From an optimization exercise on the open Yosys and OpenROAD flow, aimed at small area and a short achievable clock period; shortcuts taken in it are not production practice.
With no activity given, the tool overestimates toggling in this design, so its power and IR-drop figures are unreliable.

==> inputs of exp/fjord <==
==> flow/design.v (excerpt) <==
module pe (
    input wire clk,
    input wire rst,
    input wire [15:0] act,
    input wire [15:0] wgt,
    input wire store,
    input wire reuse,
    input wire [3:0] addr,
    input wire update_out,
    output reg [31:0] out
);
export LEC_CHECK = 0
export CAP_MARGIN = 20
export CORE_MARGIN = 2
export CORE_UTILIZATION = 55
export SETUP_SLACK_MARGIN = 5
export SLEW_MARGIN = 20
export SYNTH_HIERARCHICAL = 1
create_clock -name core_clock -period 11.0 [get_ports {clk}]
standard.sh (not shown) runs the stock make flow with config.mk's settings and CLKGATE_MAP_FILE= SYNTH_SCRIPT=/design/flow/synth_recipe.tcl, a recipe that flattens the netlist after the stock synthesis.
==> flow/flow/run.sh <==
#!/bin/bash
# Layout flow: the standard synthesis unchanged, then the standard layout with a
# tighter timing-repair target (repair_timing -setup_margin) and small port buffers.
set -euo pipefail
bash standard.sh synth > synth.log 2>&1
bash standard.sh SETUP_SLACK_MARGIN=7  finish > layout.log 2>&1
==> inputs of exp/juniper, as changes to exp/fjord <==
==> flow/flow/run.sh (replaced) <==
#!/bin/bash
# Layout flow: the standard synthesis unchanged; after the floorplan every
# combinational cell is set to its smallest drive strength (downsize.tcl), then the standard flow's
# standard layout continues, with timing repair upsizing what the timing needs.
set -euo pipefail
here=$(pwd)
bash standard.sh synth > synth.log 2>&1
bash standard.sh floorplan > floorplan.log 2>&1
odb=$(ls $here/orfs/results/*/pe/base/2_floorplan.odb)
DS_ODB=$odb openroad -no_init -exit flow/downsize.tcl > downsize.log 2>&1
bash standard.sh  finish > layout.log 2>&1
==> flow/flow/downsize.tcl (new file) <==
# Set every combinational standard cell to the smallest drive strength of the same
# function; timing repair later in the flow upsizes the cells that need it.
# Flip-flops, tap cells and port buffers are left alone.
set odb_file $::env(DS_ODB)
read_db $odb_file
set db [ord::get_db]
set block [ord::get_db_block]
set skip {dfxtp dfxbp dfrtp dfrbp dfstp dfsbp edfxtp sdfxtp tapvpwrvgnd conb clkbuf clkinv}
set n 0
foreach inst [$block getInsts] {
  set m [$inst getMaster]
  set name [$m getName]
  if {![regexp {^sky130_fd_sc_hd__(\w+)_(\d+)$} $name -> base drive]} { continue }
  if {[lsearch -exact $skip $base] >= 0} { continue }
  set best ""
  set best_area [expr {[$m getWidth] * [$m getHeight]}]
  foreach d {0 1 2} {
    if {$d >= $drive} { break }
    set cand [$db findMaster "sky130_fd_sc_hd__${base}_$d"]
    if {$cand eq "NULL" || $cand eq ""} { continue }
    set a [expr {[$cand getWidth] * [$cand getHeight]}]
    if {$a < $best_area} { set best $cand; set best_area $a }
  }
  if {$best ne ""} {
    $inst swapMaster $best
    incr n
  }
}
puts "downsized $n instances"
write_db $odb_file
==> inputs of exp/raven, as changes to exp/fjord <==
--- a/flow/design.v
+++ b/flow/design.v
@@ -9,33 +9,34 @@
     input wire reuse,
     input wire [3:0] addr,
     input wire update_out,
     output reg [31:0] out
 );
-    reg [31:0] accg;              
-    reg [31:0] bm_r;              
-    reg [15:0] pp8_r;             
-    reg [7:0] one, two, neg;      
+    reg [31:0] acc;               
     reg [15:0] r1, r2, r3;        
     reg start;
-    wire [31:0] acc_next;
+    reg [15:0] act_r;
+    reg [15:0] bm_r;              
+    reg s0_r;                     
+    reg keep_r;                   
     wire a0 = addr == 4'd0;
     wire a1 = addr == 4'd1;
     wire a2 = addr == 4'd2;
     wire a3 = addr == 4'd3;
     wire [15:0] bm = ({16{~reuse}} & wgt) | ({16{reuse & a1}} & r1)
                    | ({16{reuse & a2}} & r2) | ({16{reuse & a3}} & r3);
-    wire [31:0] bsel = rst ? 32'd0 : (reuse & a0) ? acc_next : {16'd0, bm};
-    wire keep = ~rst & ~start;
-    wire [17:0] ax = {1'b0, act, 1'b0};
-    wire [7:0] one_d, two_d;
+    wire [31:0] B = s0_r ? acc : {16'd0, bm_r};
+    wire [31:0] acc_s_g = {32{keep_r}} & acc;
+    wire [17:0] ax = {1'b0, act_r, 1'b0};
+    wire [7:0] one, two, neg;
     genvar g;
     generate for (g = 0; g < 8; g = g + 1) begin : enc
-        assign one_d[g] = ax[2*g+1] ^ ax[2*g];
-        assign two_d[g] = (ax[2*g+2] & ~ax[2*g+1] & ~ax[2*g]) | (~ax[2*g+2] & ax[2*g+1] & ax[2*g]);
+        assign one[g] = ax[2*g+1] ^ ax[2*g];
+        assign two[g] = (ax[2*g+2] & ~ax[2*g+1] & ~ax[2*g]) | (~ax[2*g+2] & ax[2*g+1] & ax[2*g]);
+        assign neg[g] = ax[2*g+2];
     end endgenerate
-    wire [32:0] Bx = {bm_r, 1'b0};
+    wire [32:0] Bx = {B, 1'b0};
     wire [31:0] pp0;
     wire [29:0] pp1;
     wire [27:0] pp2;
     wire [25:0] pp3;
     wire [23:0] pp4;
@@ -50,12 +51,11 @@
         if (g < 24) pe_bsel b4 (.one(one[4]), .two(two[4]), .neg(neg[4]), .b1(Bx[g+1]), .b0(Bx[g]), .p(pp4[g]));
         if (g < 22) pe_bsel b5 (.one(one[5]), .two(two[5]), .neg(neg[5]), .b1(Bx[g+1]), .b0(Bx[g]), .p(pp5[g]));
         if (g < 20) pe_bsel b6 (.one(one[6]), .two(two[6]), .neg(neg[6]), .b1(Bx[g+1]), .b0(Bx[g]), .p(pp6[g]));
         if (g < 18) pe_bsel b7 (.one(one[7]), .two(two[7]), .neg(neg[7]), .b1(Bx[g+1]), .b0(Bx[g]), .p(pp7[g]));
     end endgenerate
-    wire [31:0] acc_s_g = accg;
-    wire [15:0] pp8 = pp8_r;
+    wire [15:0] pp8 = {16{act_r[15]}} & B[15:0];
     wire fs1, fc1;
     pe_fa u0 (.a(neg[0]), .b(acc_s_g[0]), .c(pp0[0]), .s(fs1), .co(fc1));
     wire fs2, fc2;
     pe_fa u1 (.a(acc_s_g[1]), .b(pp0[1]), .c(fc1), .s(fs2), .co(fc2));
     wire fs3, fc3;
@@ -197,11 +197,11 @@
     wire fs65, fc65;
     pe_fa u70 (.a(fs63), .b(fc57), .c(fs64), .s(fs65), .co(fc65));
     wire hs7, hc7;
     pe_ha u71 (.a(fc58), .b(fs65), .s(hs7), .co(hc7));
     wire fs66, fc66;
-    pe_fa u72 (.a(pp8[0]), .b(acc_s_g[16]), .c(pp0[16]), .s(fs66), .co(fc66));
+    pe_fa u72 (.a(acc_s_g[16]), .b(pp8[0]), .c(pp0[16]), .s(fs66), .co(fc66));
     wire fs67, fc67;
     pe_fa u73 (.a(pp1[14]), .b(pp2[12]), .c(pp3[10]), .s(fs67), .co(fc67));
     wire fs68, fc68;
     pe_fa u74 (.a(pp4[8]), .b(pp5[6]), .c(pp6[4]), .s(fs68), .co(fc68));
     wire fs69, fc69;
@@ -213,11 +213,11 @@
     wire fs72, fc72;
     pe_fa u78 (.a(fc63), .b(fs70), .c(fc64), .s(fs72), .co(fc72));
     wire fs73, fc73;
     pe_fa u79 (.a(fs71), .b(fs72), .c(fc65), .s(fs73), .co(fc73));
     wire fs74, fc74;
-    pe_fa u80 (.a(pp8[1]), .b(acc_s_g[17]), .c(pp0[17]), .s(fs74), .co(fc74));
+    pe_fa u80 (.a(acc_s_g[17]), .b(pp8[1]), .c(pp0[17]), .s(fs74), .co(fc74));
     wire fs75, fc75;
     pe_fa u81 (.a(pp1[15]), .b(pp2[13]), .c(pp3[11]), .s(fs75), .co(fc75));
     wire fs76, fc76;
     pe_fa u82 (.a(pp4[9]), .b(pp5[7]), .c(pp6[5]), .s(fs76), .co(fc76));
     wire fs77, fc77;
@@ -229,11 +229,11 @@
     wire fs80, fc80;
     pe_fa u86 (.a(fs77), .b(fs78), .c(fc71), .s(fs80), .co(fc80));
     wire fs81, fc81;
     pe_fa u87 (.a(fs79), .b(fs80), .c(fc72), .s(fs81), .co(fc81));
     wire fs82, fc82;
-    pe_fa u88 (.a(pp8[2]), .b(acc_s_g[18]), .c(pp0[18]), .s(fs82), .co(fc82));
+    pe_fa u88 (.a(acc_s_g[18]), .b(pp8[2]), .c(pp0[18]), .s(fs82), .co(fc82));
     wire fs83, fc83;
     pe_fa u89 (.a(pp1[16]), .b(pp2[14]), .c(pp3[12]), .s(fs83), .co(fc83));
     wire fs84, fc84;
     pe_fa u90 (.a(pp4[10]), .b(pp5[8]), .c(pp6[6]), .s(fs84), .co(fc84));
     wire fs85, fc85;
@@ -245,11 +245,11 @@
     wire fs88, fc88;
     pe_fa u94 (.a(fs85), .b(fs86), .c(fc79), .s(fs88), .co(fc88));
     wire fs89, fc89;
     pe_fa u95 (.a(fs87), .b(fc80), .c(fs88), .s(fs89), .co(fc89));
     wire fs90, fc90;
-    pe_fa u96 (.a(pp8[3]), .b(acc_s_g[19]), .c(pp0[19]), .s(fs90), .co(fc90));
+    pe_fa u96 (.a(acc_s_g[19]), .b(pp8[3]), .c(pp0[19]), .s(fs90), .co(fc90));
     wire fs91, fc91;
     pe_fa u97 (.a(pp1[17]), .b(pp2[15]), .c(pp3[13]), .s(fs91), .co(fc91));
     wire fs92, fc92;
     pe_fa u98 (.a(pp4[11]), .b(pp5[9]), .c(pp6[7]), .s(fs92), .co(fc92));
     wire fs93, fc93;
@@ -261,11 +261,11 @@
     wire fs96, fc96;
     pe_fa u102 (.a(fs93), .b(fs94), .c(fc87), .s(fs96), .co(fc96));
     wire fs97, fc97;
     pe_fa u103 (.a(fs95), .b(fc88), .c(fs96), .s(fs97), .co(fc97));
     wire fs98, fc98;
-    pe_fa u104 (.a(pp8[4]), .b(acc_s_g[20]), .c(pp0[20]), .s(fs98), .co(fc98));
+    pe_fa u104 (.a(acc_s_g[20]), .b(pp8[4]), .c(pp0[20]), .s(fs98), .co(fc98));
     wire fs99, fc99;
     pe_fa u105 (.a(pp1[18]), .b(pp2[16]), .c(pp3[14]), .s(fs99), .co(fc99));
     wire fs100, fc100;
     pe_fa u106 (.a(pp4[12]), .b(pp5[10]), .c(pp6[8]), .s(fs100), .co(fc100));
     wire fs101, fc101;
@@ -277,11 +277,11 @@
     wire fs104, fc104;
     pe_fa u110 (.a(fs101), .b(fs102), .c(fc95), .s(fs104), .co(fc104));
     wire fs105, fc105;
     pe_fa u111 (.a(fs103), .b(fc96), .c(fs104), .s(fs105), .co(fc105));
     wire fs106, fc106;
-    pe_fa u112 (.a(pp8[5]), .b(acc_s_g[21]), .c(pp0[21]), .s(fs106), .co(fc106));
+    pe_fa u112 (.a(acc_s_g[21]), .b(pp8[5]), .c(pp0[21]), .s(fs106), .co(fc106));
     wire fs107, fc107;
     pe_fa u113 (.a(pp1[19]), .b(pp2[17]), .c(pp3[15]), .s(fs107), .co(fc107));
     wire fs108, fc108;
     pe_fa u114 (.a(pp4[13]), .b(pp5[11]), .c(pp6[9]), .s(fs108), .co(fc108));
     wire fs109, fc109;
@@ -293,11 +293,11 @@
     wire fs112, fc112;
     pe_fa u118 (.a(fs109), .b(fs110), .c(fc103), .s(fs112), .co(fc112));
     wire fs113, fc113;
     pe_fa u119 (.a(fs111), .b(fc104), .c(fs112), .s(fs113), .co(fc113));
     wire fs114, fc114;
-    pe_fa u120 (.a(pp8[6]), .b(acc_s_g[22]), .c(pp0[22]), .s(fs114), .co(fc114));
+    pe_fa u120 (.a(acc_s_g[22]), .b(pp8[6]), .c(pp0[22]), .s(fs114), .co(fc114));
     wire fs115, fc115;
     pe_fa u121 (.a(pp1[20]), .b(pp2[18]), .c(pp3[16]), .s(fs115), .co(fc115));
     wire fs116, fc116;
     pe_fa u122 (.a(pp4[14]), .b(pp5[12]), .c(pp6[10]), .s(fs116), .co(fc116));
     wire fs117, fc117;
@@ -309,11 +309,11 @@
     wire fs120, fc120;
     pe_fa u126 (.a(fs117), .b(fs118), .c(fc111), .s(fs120), .co(fc120));
     wire fs121, fc121;
     pe_fa u127 (.a(fs119), .b(fc112), .c(fs120), .s(fs121), .co(fc121));
     wire fs122, fc122;
-    pe_fa u128 (.a(pp8[7]), .b(acc_s_g[23]), .c(pp0[23]), .s(fs122), .co(fc122));
+    pe_fa u128 (.a(acc_s_g[23]), .b(pp8[7]), .c(pp0[23]), .s(fs122), .co(fc122));
     wire fs123, fc123;
     pe_fa u129 (.a(pp1[21]), .b(pp2[19]), .c(pp3[17]), .s(fs123), .co(fc123));
     wire fs124, fc124;
     pe_fa u130 (.a(pp4[15]), .b(pp5[13]), .c(pp6[11]), .s(fs124), .co(fc124));
     wire fs125, fc125;
@@ -325,11 +325,11 @@
     wire fs128, fc128;
     pe_fa u134 (.a(fs125), .b(fs126), .c(fc119), .s(fs128), .co(fc128));
     wire fs129, fc129;
     pe_fa u135 (.a(fs127), .b(fc120), .c(fs128), .s(fs129), .co(fc129));
     wire fs130, fc130;
-    pe_fa u136 (.a(pp8[8]), .b(acc_s_g[24]), .c(pp0[24]), .s(fs130), .co(fc130));
+    pe_fa u136 (.a(acc_s_g[24]), .b(pp8[8]), .c(pp0[24]), .s(fs130), .co(fc130));
     wire fs131, fc131;
     pe_fa u137 (.a(pp1[22]), .b(pp2[20]), .c(pp3[18]), .s(fs131), .co(fc131));
     wire fs132, fc132;
     pe_fa u138 (.a(pp4[16]), .b(pp5[14]), .c(pp6[12]), .s(fs132), .co(fc132));
     wire fs133, fc133;
@@ -341,11 +341,11 @@
     wire fs136, fc136;
     pe_fa u142 (.a(fs133), .b(fs134), .c(fc127), .s(fs136), .co(fc136));
     wire fs137, fc137;
     pe_fa u143 (.a(fs135), .b(fc128), .c(fs136), .s(fs137), .co(fc137));
     wire fs138, fc138;
-    pe_fa u144 (.a(pp8[9]), .b(acc_s_g[25]), .c(pp0[25]), .s(fs138), .co(fc138));
+    pe_fa u144 (.a(acc_s_g[25]), .b(pp8[9]), .c(pp0[25]), .s(fs138), .co(fc138));
     wire fs139, fc139;
     pe_fa u145 (.a(pp1[23]), .b(pp2[21]), .c(pp3[19]), .s(fs139), .co(fc139));
     wire fs140, fc140;
     pe_fa u146 (.a(pp4[17]), .b(pp5[15]), .c(pp6[13]), .s(fs140), .co(fc140));
     wire fs141, fc141;
@@ -357,11 +357,11 @@
     wire fs144, fc144;
     pe_fa u150 (.a(fs141), .b(fs142), .c(fc135), .s(fs144), .co(fc144));
     wire fs145, fc145;
     pe_fa u151 (.a(fs143), .b(fc136), .c(fs144), .s(fs145), .co(fc145));
     wire fs146, fc146;
-    pe_fa u152 (.a(pp8[10]), .b(acc_s_g[26]), .c(pp0[26]), .s(fs146), .co(fc146));
+    pe_fa u152 (.a(acc_s_g[26]), .b(pp8[10]), .c(pp0[26]), .s(fs146), .co(fc146));
     wire fs147, fc147;
     pe_fa u153 (.a(pp1[24]), .b(pp2[22]), .c(pp3[20]), .s(fs147), .co(fc147));
     wire fs148, fc148;
     pe_fa u154 (.a(pp4[18]), .b(pp5[16]), .c(pp6[14]), .s(fs148), .co(fc148));
     wire fs149, fc149;
@@ -373,11 +373,11 @@
     wire fs152, fc152;
     pe_fa u158 (.a(fs149), .b(fs150), .c(fc143), .s(fs152), .co(fc152));
     wire fs153, fc153;
     pe_fa u159 (.a(fs151), .b(fc144), .c(fs152), .s(fs153), .co(fc153));
     wire fs154, fc154;
-    pe_fa u160 (.a(pp8[11]), .b(acc_s_g[27]), .c(pp0[27]), .s(fs154), .co(fc154));
+    pe_fa u160 (.a(acc_s_g[27]), .b(pp8[11]), .c(pp0[27]), .s(fs154), .co(fc154));
     wire fs155, fc155;
     pe_fa u161 (.a(pp1[25]), .b(pp2[23]), .c(pp3[21]), .s(fs155), .co(fc155));
     wire fs156, fc156;
     pe_fa u162 (.a(pp4[19]), .b(pp5[17]), .c(pp6[15]), .s(fs156), .co(fc156));
     wire fs157, fc157;
@@ -389,11 +389,11 @@
     wire fs160, fc160;
     pe_fa u166 (.a(fs157), .b(fs158), .c(fc151), .s(fs160), .co(fc160));
     wire fs161, fc161;
     pe_fa u167 (.a(fs159), .b(fc152), .c(fs160), .s(fs161), .co(fc161));
     wire fs162, fc162;
-    pe_fa u168 (.a(pp8[12]), .b(acc_s_g[28]), .c(pp0[28]), .s(fs162), .co(fc162));
+    pe_fa u168 (.a(acc_s_g[28]), .b(pp8[12]), .c(pp0[28]), .s(fs162), .co(fc162));
     wire fs163, fc163;
     pe_fa u169 (.a(pp1[26]), .b(pp2[24]), .c(pp3[22]), .s(fs163), .co(fc163));
     wire fs164, fc164;
     pe_fa u170 (.a(pp4[20]), .b(pp5[18]), .c(pp6[16]), .s(fs164), .co(fc164));
     wire fs165, fc165;
@@ -405,11 +405,11 @@
     wire fs168, fc168;
     pe_fa u174 (.a(fs165), .b(fs166), .c(fc159), .s(fs168), .co(fc168));
     wire fs169, fc169;
     pe_fa u175 (.a(fs167), .b(fc160), .c(fs168), .s(fs169), .co(fc169));
     wire fs170, fc170;
-    pe_fa u176 (.a(pp8[13]), .b(acc_s_g[29]), .c(pp0[29]), .s(fs170), .co(fc170));
+    pe_fa u176 (.a(acc_s_g[29]), .b(pp8[13]), .c(pp0[29]), .s(fs170), .co(fc170));
     wire fs171, fc171;
     pe_fa u177 (.a(pp1[27]), .b(pp2[25]), .c(pp3[23]), .s(fs171), .co(fc171));
     wire fs172, fc172;
     pe_fa u178 (.a(pp4[21]), .b(pp5[19]), .c(pp6[17]), .s(fs172), .co(fc172));
     wire fs173, fc173;
@@ -421,11 +421,11 @@
     wire fs176, fc176;
     pe_fa u182 (.a(fs173), .b(fs174), .c(fc167), .s(fs176), .co(fc176));
     wire fs177, fc177;
     pe_fa u183 (.a(fs175), .b(fc168), .c(fs176), .s(fs177), .co(fc177));
     wire fs178, fc178;
-    pe_fa u184 (.a(pp8[14]), .b(acc_s_g[30]), .c(pp0[30]), .s(fs178), .co(fc178));
+    pe_fa u184 (.a(acc_s_g[30]), .b(pp8[14]), .c(pp0[30]), .s(fs178), .co(fc178));
     wire fs179, fc179;
     pe_fa u185 (.a(pp1[28]), .b(pp2[26]), .c(pp3[24]), .s(fs179), .co(fc179));
     wire fs180, fc180;
     pe_fa u186 (.a(pp4[22]), .b(pp5[20]), .c(pp6[18]), .s(fs180), .co(fc180));
     wire fs181, fc181;
@@ -437,11 +437,11 @@
     wire fs184, fc184;
     pe_fa u190 (.a(fs181), .b(fs182), .c(fc175), .s(fs184), .co(fc184));
     wire fs185, fc185;
     pe_fa u191 (.a(fs183), .b(fc176), .c(fs184), .s(fs185), .co(fc185));
     wire fs186, fc186;
-    pe_fa u192 (.a(pp8[15]), .b(acc_s_g[31]), .c(pp0[31]), .s(fs186), .co(fc186));
+    pe_fa u192 (.a(acc_s_g[31]), .b(pp8[15]), .c(pp0[31]), .s(fs186), .co(fc186));
     wire fs187, fc187;
     pe_fa u193 (.a(pp1[29]), .b(pp2[27]), .c(pp3[25]), .s(fs187), .co(fc187));
     wire fs188, fc188;
     pe_fa u194 (.a(pp4[23]), .b(pp5[21]), .c(pp6[19]), .s(fs188), .co(fc188));
     wire fs189, fc189;
@@ -454,18 +454,17 @@
     pe_fa u198 (.a(fs189), .b(fs190), .c(fc183), .s(fs192), .co(fc192));
     wire fs193, fc193;
     pe_fa u199 (.a(fs191), .b(fc184), .c(fs192), .s(fs193), .co(fc193));
     wire [31:0] row_a = {fc185, fc177, fc169, fc161, fc153, fc145, fc137, fc129, fc121, fc113, fc105, fc97, fc89, fc81, fs81, hc7, hc6, hc5, hc4, hs4, fs39, hs3, fs28, hs2, fs19, fs15, hs1, fs9, fs6, fs4, fs2, fs1};
     wire [31:0] row_b = {fs193, fs185, fs177, fs169, fs161, fs153, fs145, fs137, fs129, fs121, fs113, fs105, fs97, fs89, fc73, fs73, hs7, hs6, hs5, fc39, 1'b0, fc28, 1'b0, fc19, 1'b0, 1'b0, fc9, 1'b0, 1'b0, 1'b0, 1'b0, 1'b0};
-    assign acc_next = row_a + row_b;
+    wire [31:0] acc_next = row_a + row_b;
     always @(posedge clk) begin
-        bm_r <= bsel;
-        pp8_r <= {16{act[15]}} & bsel[15:0];
-        one <= one_d;
-        two <= two_d;
-        neg <= {act[15], act[13], act[11], act[9], act[7], act[5], act[3], act[1]};
-        accg <= {32{keep}} & acc_next;
+        act_r <= act;
+        bm_r <= rst ? 16'd0 : bm;
+        s0_r <= ~rst & reuse & a0;
+        keep_r <= ~rst & ~start;
+        acc <= acc_next;
         if (rst) begin
             r1 <= 16'd0;
             r2 <= 16'd0;
             r3 <= 16'd0;
             out <= 32'd0;
==> flow/run.sh (new file) <==
#!/bin/bash
# synth_recipe.tcl (not shown) runs the flow's synth.tcl, then flattens the netlist and writes it again
# the make line also repeats each setting of config.mk as NAME=value (left out here)
make -C /OpenROAD-flow-scripts/flow DESIGN_CONFIG=/design/flow/config.mk WORK_HOME=/design/flow/orfs CLKGATE_MAP_FILE= SYNTH_SCRIPT=/design/flow/synth_recipe.tcl finish
removed: flow/flow/run.sh
removed: flow/standard.sh
==> comparison <==
- exp/fjord completed with no timing, DRC or antenna violations. exp/raven completed with no timing, DRC or antenna violations. exp/juniper produced a clean layout.
- Cell count, highest first: exp/fjord, exp/juniper, exp/raven.
- Of exp/juniper and exp/fjord, exp/fjord has the higher register-to-register slack (gap 0.69 ns).
- In exp/juniper the sequential share of layout area is higher than in exp/fjord, by 4.9 points.
- Between exp/juniper and exp/fjord, the lower core utilization is in exp/juniper (gap 19 points).
- Of exp/juniper and exp/raven, exp/juniper has the higher maximum frequency (gap 2.9%, measured against exp/raven).
- The lowest combinational power belongs to exp/raven, the highest to exp/fjord.
- In count of clock-buffer cells in the layout, exp/raven and exp/fjord do not differ.
- Between exp/fjord and exp/raven, the lower design area is in exp/raven (gap about 24%, measured against exp/raven).
- Of exp/fjord and exp/juniper, exp/fjord has the higher global-route usage (gap 6.2 points).
==> figures <==
Power consumption: exp/raven 7570 uW; exp/fjord 22,800 uW; exp/juniper 13,220 uW
Synthesis-to-finish area growth: exp/raven 18.77%; exp/fjord 38.23%; exp/juniper 4.485%
Total clock network power: exp/raven 610 uW; exp/fjord 684 uW; exp/juniper 605 uW
Final-layout non-clock buffer area share: exp/raven 8.245%; exp/fjord 15.16%; exp/juniper 5.314%
Routability congestion estimate from global placement: exp/raven 0.8888; exp/fjord 0.9138; exp/juniper 0.9053
Power dissipated in sequential cells: exp/raven 810 uW; exp/fjord 1040 uW; exp/juniper 1040 uW
Clock tree skew after final layout: exp/raven 0.01810 ns; exp/fjord 0.01214 ns; exp/juniper 0.01941 ns
Status: exp/raven finished clean; exp/fjord finished clean; exp/juniper finished clean
Combinational gate power: exp/raven 6150 uW; exp/fjord 21,100 uW; exp/juniper 11,600 uW
Post-CTS repair timing setup buffer count: exp/raven 18; exp/fjord 172; exp/juniper 0
Worst setup slack for register-to-register paths: exp/raven 5.14 ns; exp/fjord 5.99 ns; exp/juniper 5.31 ns
Most common cell after layout, fill and taps aside: exp/raven sky130_fd_sc_hd__xnor2_1; exp/fjord sky130_fd_sc_hd__a22oi_2; exp/juniper sky130_fd_sc_hd__a22oi_1
Final Non-Filler Cells: exp/raven 1,850; exp/fjord 2,154; exp/juniper 1,934
FF-to-FF End: exp/raven out[29]; exp/fjord accg[30]; exp/juniper accg[29]
Detailed Route Iter0 Violations: exp/raven 1,126; exp/fjord 1,594; exp/juniper 1,459
Number of stages on the worst setup path: exp/raven 17; exp/fjord 15; exp/juniper 16
PostCTS Resize Cnt: exp/raven 42; exp/fjord 202; exp/juniper 7
Clk cell area share: exp/raven 3.464%; exp/fjord 2.901%; exp/juniper 3.407%
Number of fill cells in the layout: exp/raven 2,128; exp/fjord 1,883; exp/juniper 2,555
No run of this note included a check of the RTL's function; only the layout flow was run.

## re-timing with driven ports
The flow's constraints put no driver on any port. The routed layouts listed below were extracted and timed again, unchanged, in two steps. Step 1, drivers: a clkbuf_16 drives clk and a buf_2 each remaining input, both assumed. Step 2 also shifts input and output timing later by t, the mid clock arrival at the registers, as if the neighbouring blocks saw the same clock. Three values: ideal, step 1, step 2; two values: the first two.
run | t (ns) | setup WS [ns] | worst setup path after step 2 | worst data-port slew with drivers (ns) | pins driven straight from the clock port
exp/fjord | 0.508 | 5.995 / 5.995 / 5.995 | register to register | 0.08 | 1
exp/juniper | 0.502 | 5.306 / 5.306 / 5.306 | register to register | 0.04 | 1
exp/raven | 0.480 | 5.140 / 5.140 / 5.140 | register to register | 0.04 | 1
After both steps setup and hold are still met in every run listed.
